Background: an optimization exercise with open tools, aiming at small area and a short achievable clock period. Do not read the settings as production practice. Where RTL was checked, it was by simulation tests only, not by an equivalence proof against the original. Power is estimated from default activity; no workload was simulated.

## rvs192_core
module 	rvs192_core
(
	input 					clk,
							rst_n,
	output	logic	[31:0]	imem_addr,
	input 			[31:0]	imem_rdata,
	input 					imem_stall,
	output	logic	[31:0]	dmem_addr,
							dmem_wdata,
	output	logic	[2:0]	dmem_size,
	output	logic			dmem_read,
							dmem_write,
	input 			[31:0]	dmem_rdata,
	input 					dmem_stall
);
	localparam	[1:0]	S_F = 2'd0, S_E1 = 2'd1, S_M = 2'd2, S_E2 = 2'd3;
	logic	[4:0]	cnt;
	logic	[1:0]	st;
	logic	[31:2]	ir;
	logic	[31:0]	pc, A, D;
	logic			ok, cX, cY, eqf, cond, sgn, rd_f, wr_f;
	logic	[4:0]	shamt;
	logic	[2:0]	sz;
	logic	k0, k31, k2;
	always_ff @(posedge clk or negedge rst_n)
	begin
		if(!rst_n)
		begin
			k0 <= 1'b1;
			{k31, k2} <= '0;
		end
		else
		begin
			k0 <= (cnt == 5'd31);
			k31 <= (cnt == 5'd30);
			k2 <= (cnt == 5'd1);
		end
	end
	wire	k7 = (cnt == 5'd7);
	wire	k15 = (cnt == 5'd15);
	wire	ge5 = (cnt >= 5'd5);
	wire	ge8 = cnt[4] || cnt[3];
	wire	ge16 = cnt[4];
	wire	inF = (st == S_F);
	wire	inE1 = (st == S_E1);
	wire	inM = (st == S_M);
	wire	inE2 = (st == S_E2);
	wire	[4:0]	op = ir[6:2];
	wire	[2:0]	f3 = ir[14:12];
	wire	isLUI = (op == 5'b01101);
	wire	isAUIPC = (op == 5'b00101);
	wire	isJAL = (op == 5'b11011);
	wire	isJALR = (op == 5'b11001);
	wire	isBR = (op == 5'b11000);
	wire	isLD = (op == 5'b00000);
	wire	isST = (op == 5'b01000);
	wire	isOPI = (op == 5'b00100);
	wire	isOP = (op == 5'b01100);
	wire	isALU = isOP || isOPI;
	wire	isSLT = isALU && (f3[2:1] == 2'b01);
	wire	isSLL = isALU && (f3 == 3'b001);
	wire	isCMP = isBR || isSLT;
	wire	imm32 = (ir[31:20] == 12'h020);		 
	logic	[31:0]	imm;
	always_comb begin
		if(isST)
			imm = {{20{ir[31]}}, ir[31:25], ir[11:7]};
		else if(isBR)
			imm = {{20{ir[31]}}, ir[7], ir[30:25], ir[11:8], 1'b0};
		else if(isLUI || isAUIPC)
			imm = {ir[31:12], 12'b0};
		else if(isJAL)
			imm = {{12{ir[31]}}, ir[19:12], ir[20], ir[30:21], 1'b0};
		else
			imm = {{20{ir[31]}}, ir[31:20]};
	end
	logic	immb;
	always_ff @(posedge clk)
		immb <= imm[cnt + 5'd1];
	logic	[31:0]	q1;
	logic			wbit, rf_we, wbit_d, we_d, rs1b, rs2b;
	assign	q1[0] = 1'b0;
	genvar g;
	generate
		for(g = 1; g < 32; g++)
		begin: rf
			logic	[31:0]	r;
			always_ff @(posedge clk)
				r <= {r[0], (we_d && (ir[11:7] == g)) ? wbit_d : r[31], r[30:1]};
			assign	q1[g] = r[1];
		end
	endgenerate
	always_ff @(posedge clk)
	begin
  ...
Size in the first run: ~1,700 cells after synthesis, ~1,100 flip-flops, roughly 28,000 um2 of cells after synthesis.
Settings: LEC_CHECK=0, CAP_MARGIN=20, CORE_MARGIN=2, CORE_UTILIZATION=70, CTS_CLUSTER_DIAMETER=60, CTS_CLUSTER_SIZE=25, PLACE_DENSITY=0.8, SLEW_MARGIN=20; clock period 12.0 ns.
standard.sh (not shown) runs the stock make flow with config.mk's settings and CLKGATE_MAP_FILE= SYNTH_SCRIPT=/design/flow/synth_recipe.tcl, a recipe that flattens the netlist after the stock synthesis.
==> flow/flow/run.sh <==
#!/bin/bash
# Standard layout (the standard.sh: standard synthesis, floorplan, power grid,
# placement, CTS, routing) with two changes:
#  - port buffers are buf_2 cells instead of the default delay buffer;
#  - timing repair aims for setup slack of SETUP_MARGIN ns at the design's
#    clock period, so the repair steps work on the paths that set the achieved
#    period (the constraints themselves are unchanged).
set -euo pipefail
SETUP_MARGIN=${SETUP_MARGIN:-8.45}
bash standard.sh "SETUP_SLACK_MARGIN=${SETUP_MARGIN}" \
  "BUFFER_PORTS_ARGS=-buffer_cell sky130_fd_sc_hd__buf_1" \
  finish > make_finish.log 2>&1
Then changed:
--- a/flow/design.v
+++ b/flow/design.v
@@ -164,38 +164,38 @@
 );
 	localparam	[1:0]	S_F = 2'd0, S_E1 = 2'd1, S_M = 2'd2, S_E2 = 2'd3;
 	logic	[4:0]	cnt;
 	logic	[1:0]	st;
 	logic	[31:2]	ir;
 	logic	[31:0]	pc, A, D;
 	logic			ok, cX, cY, eqf, cond, sgn, rd_f, wr_f;
 	logic	[4:0]	shamt;
 	logic	[2:0]	sz;
-	logic	k0, k31, k2;
+	logic	k0, k31, k2, k7, k15, ge5, ge8, ge16;
 	always_ff @(posedge clk or negedge rst_n)
 	begin
 		if(!rst_n)
 		begin
 			k0 <= 1'b1;
-			{k31, k2} <= '0;
+			{k31, k2, k7, k15, ge5, ge8, ge16} <= '0;
 		end
 		else
 		begin
 			k0 <= (cnt == 5'd31);
 			k31 <= (cnt == 5'd30);
 			k2 <= (cnt == 5'd1);
+			k7 <= (cnt == 5'd6);
+			k15 <= (cnt == 5'd14);
+			ge5 <= (cnt >= 5'd4) && (cnt != 5'd31);
+			ge8 <= (cnt >= 5'd7) && (cnt != 5'd31);
+			ge16 <= (cnt >= 5'd15) && (cnt != 5'd31);
 		end
 	end
-	wire	k7 = (cnt == 5'd7);
-	wire	k15 = (cnt == 5'd15);
-	wire	ge5 = (cnt >= 5'd5);
-	wire	ge8 = cnt[4] || cnt[3];
-	wire	ge16 = cnt[4];
 	wire	inF = (st == S_F);
 	wire	inE1 = (st == S_E1);
 	wire	inM = (st == S_M);
 	wire	inE2 = (st == S_E2);
 	wire	[4:0]	op = ir[6:2];
 	wire	[2:0]	f3 = ir[14:12];
 	wire	isLUI = (op == 5'b01101);
 	wire	isAUIPC = (op == 5'b00101);
 	wire	isJAL = (op == 5'b11011);
The new run passed the timing, design-rule and antenna checks.
First-iteration DRC count drops by about a fifth.
Total power rises slightly.
Setup slack loses 0.037 ns.
Cell area is higher slightly.
Register-to-register slack is about the same.
Area after synthesis hardly moves.
Via count goes down slightly.

========
the previous run:
rvs192_core, a different RTL version from the one above (not shown whole).
For scale: roughly 1600 cells after synthesis, about 1100 flip-flops, ~170 I/O pins, roughly 28000 sq um of cells after synthesis.
clock: 12.0 ns
lec_check: 0
cap_margin: 20
core_margin: 2
core_utilization: 40
place_density: 0.6
slew_margin: 20
run.sh (not shown) runs the stock make flow with config.mk's settings and CLKGATE_MAP_FILE= SYNTH_SCRIPT=/design/flow/synth_recipe.tcl, a recipe that flattens the netlist after the stock synthesis.
Stock flow here: none of the scripts above is used.
Setup changes, the previous run to the current run
diff --git a/flow/design.v b/flow/design.v
--- a/flow/design.v
+++ b/flow/design.v
@@ -197,47 +197,40 @@
 	always_comb begin
 		if(isST)
 			imm = {{20{ir[31]}}, ir[31:25], ir[11:7]};
 		else if(isBR)
 			imm = {{20{ir[31]}}, ir[7], ir[30:25], ir[11:8], 1'b0};
 		else if(isLUI || isAUIPC)
 			imm = {ir[31:12], 12'b0};
 		else if(isJAL)
 			imm = {{12{ir[31]}}, ir[19:12], ir[20], ir[30:21], 1'b0};
 		else
 			imm = {{20{ir[31]}}, ir[31:20]};
 	end
-	logic	immb;
-	always_ff @(posedge clk)
-		immb <= imm[cnt + 5'd1];
-	logic	[31:0]	q1;
-	logic			wbit, rf_we, wbit_d, we_d, rs1b, rs2b;
-	assign	q1[0] = 1'b0;
+	wire	immb = imm[cnt];
+	logic	[31:0]	q0;
+	logic			wbit, rf_we;
+	assign	q0[0] = 1'b0;
 	genvar g;
 	generate
 		for(g = 1; g < 32; g++)
 		begin: rf
 			logic	[31:0]	r;
 			always_ff @(posedge clk)
-				r <= {r[0], (we_d && (ir[11:7] == g)) ? wbit_d : r[31], r[30:1]};
-			assign	q1[g] = r[1];
+				r <= {(rf_we && (ir[11:7] == g)) ? wbit : r[0], r[31:1]};
+			assign	q0[g] = r[0];
 		end
 	endgenerate
-	always_ff @(posedge clk)
-	begin
-		rs1b <= q1[ir[19:15]];
-		rs2b <= q1[ir[24:20]];
-		wbit_d <= wbit;
-		we_d <= rf_we;
-	end
+	wire	rs1b = q0[ir[19:15]];
+	wire	rs2b = q0[ir[24:20]];
 	wire	abit = (isJAL || isAUIPC) ? pc[0] : rs1b;
 	wire	bsrc = (isOP || isBR) ? rs2b : immb;
 	wire	bx = bsrc ^ isCMP;
 	wire	xcin = k0 ? isCMP : cX;
 	wire	xs = abit ^ bx ^ xcin;
 	wire	xc = (abit & bx) | (abit & xcin) | (bx & xcin);
 	wire	eq_all = eqf && (abit == bsrc);
 	wire	lt_u = !xc;
 	wire	lt_s = !((!abit & bsrc) | (!abit & xcin) | (bsrc & xcin));
 	logic	cmpres;
 	always_comb begin
 		if(isBR)
==> run summary <==
Across both runs, count of placed standard cells including taps was higher for the current run than for the previous run. The current run vs the previous run: via count of the first global-routing pass up in the current run. The current run ended up with a higher fraction of area in multi-input gates than the previous run did. Delta(critical path depth, the current run - the previous run) > 0. The current run vs the previous run, average cell area after synthesis went down by 0.30 sq um. Compared with the previous run, the current run shows a transition time at the pin with the least slew margin that is 0.074 ns higher. As of the current run, power per cell area had fallen slightly compared to the previous run. Wire length after detailed routing came out lower on the current run than on the previous run.
Only the layout flow was run in the previous run; the RTL was not checked for function there.

========
rvs192_core with an RTL version that a note above also has.
Size: roughly 170 I/O pins.
Settings: LEC_CHECK=0, CAP_MARGIN=20, CORE_MARGIN=2, CORE_UTILIZATION=70, CTS_CLUSTER_DIAMETER=60, CTS_CLUSTER_SIZE=25, PLACE_DENSITY=0.8, SLEW_MARGIN=20; clock period 12.0 ns.
standard.sh (not shown) runs the stock make flow with config.mk's settings and CLKGATE_MAP_FILE= SYNTH_SCRIPT=/design/flow/synth_recipe.tcl, a recipe that flattens the netlist after the stock synthesis.
==> flow/flow/run.sh <==
#!/bin/bash
# Standard layout (the standard.sh: standard synthesis, floorplan, power grid,
# placement, CTS, routing) with these changes:
#  - port buffers are buf_1 cells instead of the default delay buffer;
#  - timing repair aims for setup slack of SETUP_MARGIN ns at the design's
#    clock period, so the repair steps work on the paths that set the achieved
#    period (the constraints themselves are unchanged);
#  - clock tree: clustered sinks, clkbuf_8 sink buffers, no dummy loads.
set -euo pipefail
SETUP_MARGIN=${SETUP_MARGIN:-8.45}
CTS="-sink_clustering_enable -repair_clock_nets -sink_clustering_size 20 -sink_clustering_max_diameter 50"
CTS="$CTS -dont_use_dummy_load -root_buf sky130_fd_sc_hd__clkbuf_16 -sink_clustering_buffer sky130_fd_sc_hd__clkbuf_8"
CTS="$CTS -buf_list {sky130_fd_sc_hd__clkbuf_8 sky130_fd_sc_hd__clkbuf_16}"
bash standard.sh "SETUP_SLACK_MARGIN=${SETUP_MARGIN}" \
  "BUFFER_PORTS_ARGS=-buffer_cell sky130_fd_sc_hd__buf_1" \
  "CTS_ARGS=${CTS}" \
  finish > make_finish.log 2>&1
The starting point produced a clean layout.
Then changed:
--- a/flow/design.v
+++ b/flow/design.v
@@ -281,29 +281,25 @@
 		3'b111:	alub = abit & bsrc;
 		3'b101:	alub = (isOPI && imm32) ? 1'b0 : xs;
 		default: alub = xs;
 		endcase
 	end
 	wire	lim8 = (f3[1:0] == 2'b00) && (isLD || !f3[2]);
 	wire	lim16 = (f3[1:0] == 2'b01) && (isLD || !f3[2]);
 	wire	sgnd = !(isLD && f3[2]);
 	wire	ebit = isLD ? D[0] : rs2b;
 	wire	hi = (lim8 && ge8) || (lim16 && ge16);
 	wire	extb = hi ? (sgnd && sgn) : ebit;
-	logic	[31:0]	drev;
-	always_comb begin
-		drev[0] = D[0];
-		for(int j = 1; j < 32; j++)
-			drev[j] = D[32-j];
-	end
-	wire	sllb = (cnt >= shamt) && !cond && drev[shamt];
+	logic	pb;
+	wire	shiftnow = (shamt != 5'd0);
+	wire	sllb = shiftnow ? (!k0 && pb) : D[0];
 	always_comb begin
 		rf_we = 1'b0;
 		wbit = 1'b0;
 		if(inE1)
 		begin
 			rf_we = isLUI || isAUIPC || isJAL || isJALR || (isALU && !isSLT && !isSLL);
 			if(isLUI)
 				wbit = immb;
 			else if(isAUIPC)
 				wbit = xs;
 			else if(isJAL || isJALR)
@@ -311,23 +307,23 @@
 			else
 				wbit = alub;
 		end
 		else if(inE2)
 		begin
 			rf_we = isLD || isSLT || isSLL;
 			if(isLD)
 				wbit = extb;
 			else if(isSLT)
 				wbit = k0 && cond;
 			else
-				wbit = sllb;
+				wbit = !cond && sllb;
 		end
 	end
 	wire	mdone = k0 ? !dmem_stall : ok;
 	wire	mem_next = (inE1 && (isLD || isST)) || (inM && !mdone);
 	always_ff @(posedge clk or negedge rst_n)
 	begin
 		if(!rst_n)
 		begin
 			cnt <= 5'd0;
 			st <= S_F;
 			rd_f <= 1'b0;
@@ -336,23 +332,23 @@
 		else
 		begin
 			cnt <= cnt + 5'd1;
 			if(k31)
 			begin
 				rd_f <= mem_next && isLD;
 				wr_f <= mem_next && isST;
 				case(st)
 				S_F:	st <= ok ? S_E1 : S_F;
 				S_E1:	st <= (isLD || isST) ? S_M : ((isBR || isSLT || isSLL) ? S_E2 : S_F);
 				S_M:	st <= ok ? (isLD ? S_E2 : S_F) : S_M;
-				default: st <= S_F;
+				default: st <= (isSLL && !cond && (shamt > 5'd1)) ? S_E2 : S_F;
 				endcase
 			end
 			else if(k0)
 			begin
 				rd_f <= 1'b0;
 				wr_f <= 1'b0;
 			end
 		end
 	end
 	always_ff @(posedge clk)
 	begin
@@ -361,28 +357,31 @@
 		if(inF && k0)
 			ir <= imem_rdata[31:2];
 		cX <= xc;
 		cY <= yc;
 		eqf <= (k0 || eqf) && (abit == bsrc);
 		if(inE1 && isSLL)
 			cond <= (!k0 && cond) || (ge5 && bsrc);
 		else if(inE1 && k31)
 			cond <= cmpres;
 		if(inE1 && isSLL && !ge5)
 			shamt <= {bsrc, shamt[4:1]};
+		else if(inE2 && isSLL && k31)
+			shamt <= shamt - 5'd1;
+		pb <= D[0];
 		if((lim8 && k7) || (lim16 && k15))
 			sgn <= ebit;
 		if(inM && k0 && isLD)
 			D <= {dmem_rdata[0], dmem_rdata[31:1]};
 		else
-			D <= {inE1 ? (isST ? extb : rs1b) : D[0], D[31:1]};
+			D <= {inE1 ? (isST ? extb : rs1b) : ((inE2 && isSLL) ? sllb : D[0]), D[31:1]};
 		if(f3 == 3'b000)
 			sz <= 3'd0;
 		else if(f3 == 3'b001)
 			sz <= 3'd1;
 		else if(isLD && f3 == 3'b100)
 			sz <= 3'd3;
 		else if(isLD && f3 == 3'b101)
 			sz <= 3'd4;
 		else
 			sz <= 3'd2;
 	end
- via count drops by 1.9%
- final cell count came out lower by 0.93%
- sequential cell count increases by 1
- final area drops by 1.3%
- sequential share of layout area climbs by 1.0 points
- clock-buffer cell count is unchanged
- routed wire length is lower by 4.4%
- global-route usage came out lower by 0.73 points
- worst hold slack gets better by 0.0052 ns

==> re-timing with driven ports <==
Ports are ideal in the flow. The routed layouts listed here were re-timed in OpenROAD. Step 1 sets driving cells, clkbuf_16 on the clock port and buf_2 on the other inputs (assumed; they add their load-dependent delay and slew). Step 2 also shifts input and output timing later by t, the mid clock arrival at the registers, as if the neighbouring blocks saw the same clock. a / b / c = ideal / step 1 / step 2; a / b = the first two.
| run | shift t [ns] | setup slack, ns | worst setup path after step 2 |
|---|---|---|---|
| the first run of note 1 | 0.673 | 8.444 / 8.390 / 8.531 | input to register |
| the second run of note 1 | 0.678 | 8.407 / 8.353 / 8.388 | input to register |
| the previous run | 0.691 | 7.837 / 7.783 / 8.032 | register to register |
| the current run | 0.687 | 6.964 / 6.964 / 6.964 | register to register |
| the first run of note 3 | 0.599 | 8.492 / 8.440 / 8.538 | register to register |
| the second run of note 3 | 0.611 | 8.486 / 8.430 / 8.703 | input to register |
After both steps every run listed still meets setup and hold. The setup slack of the second run of note 1, which loses most, moves by -0.054 ns with the drivers and by -0.019 ns with both steps.
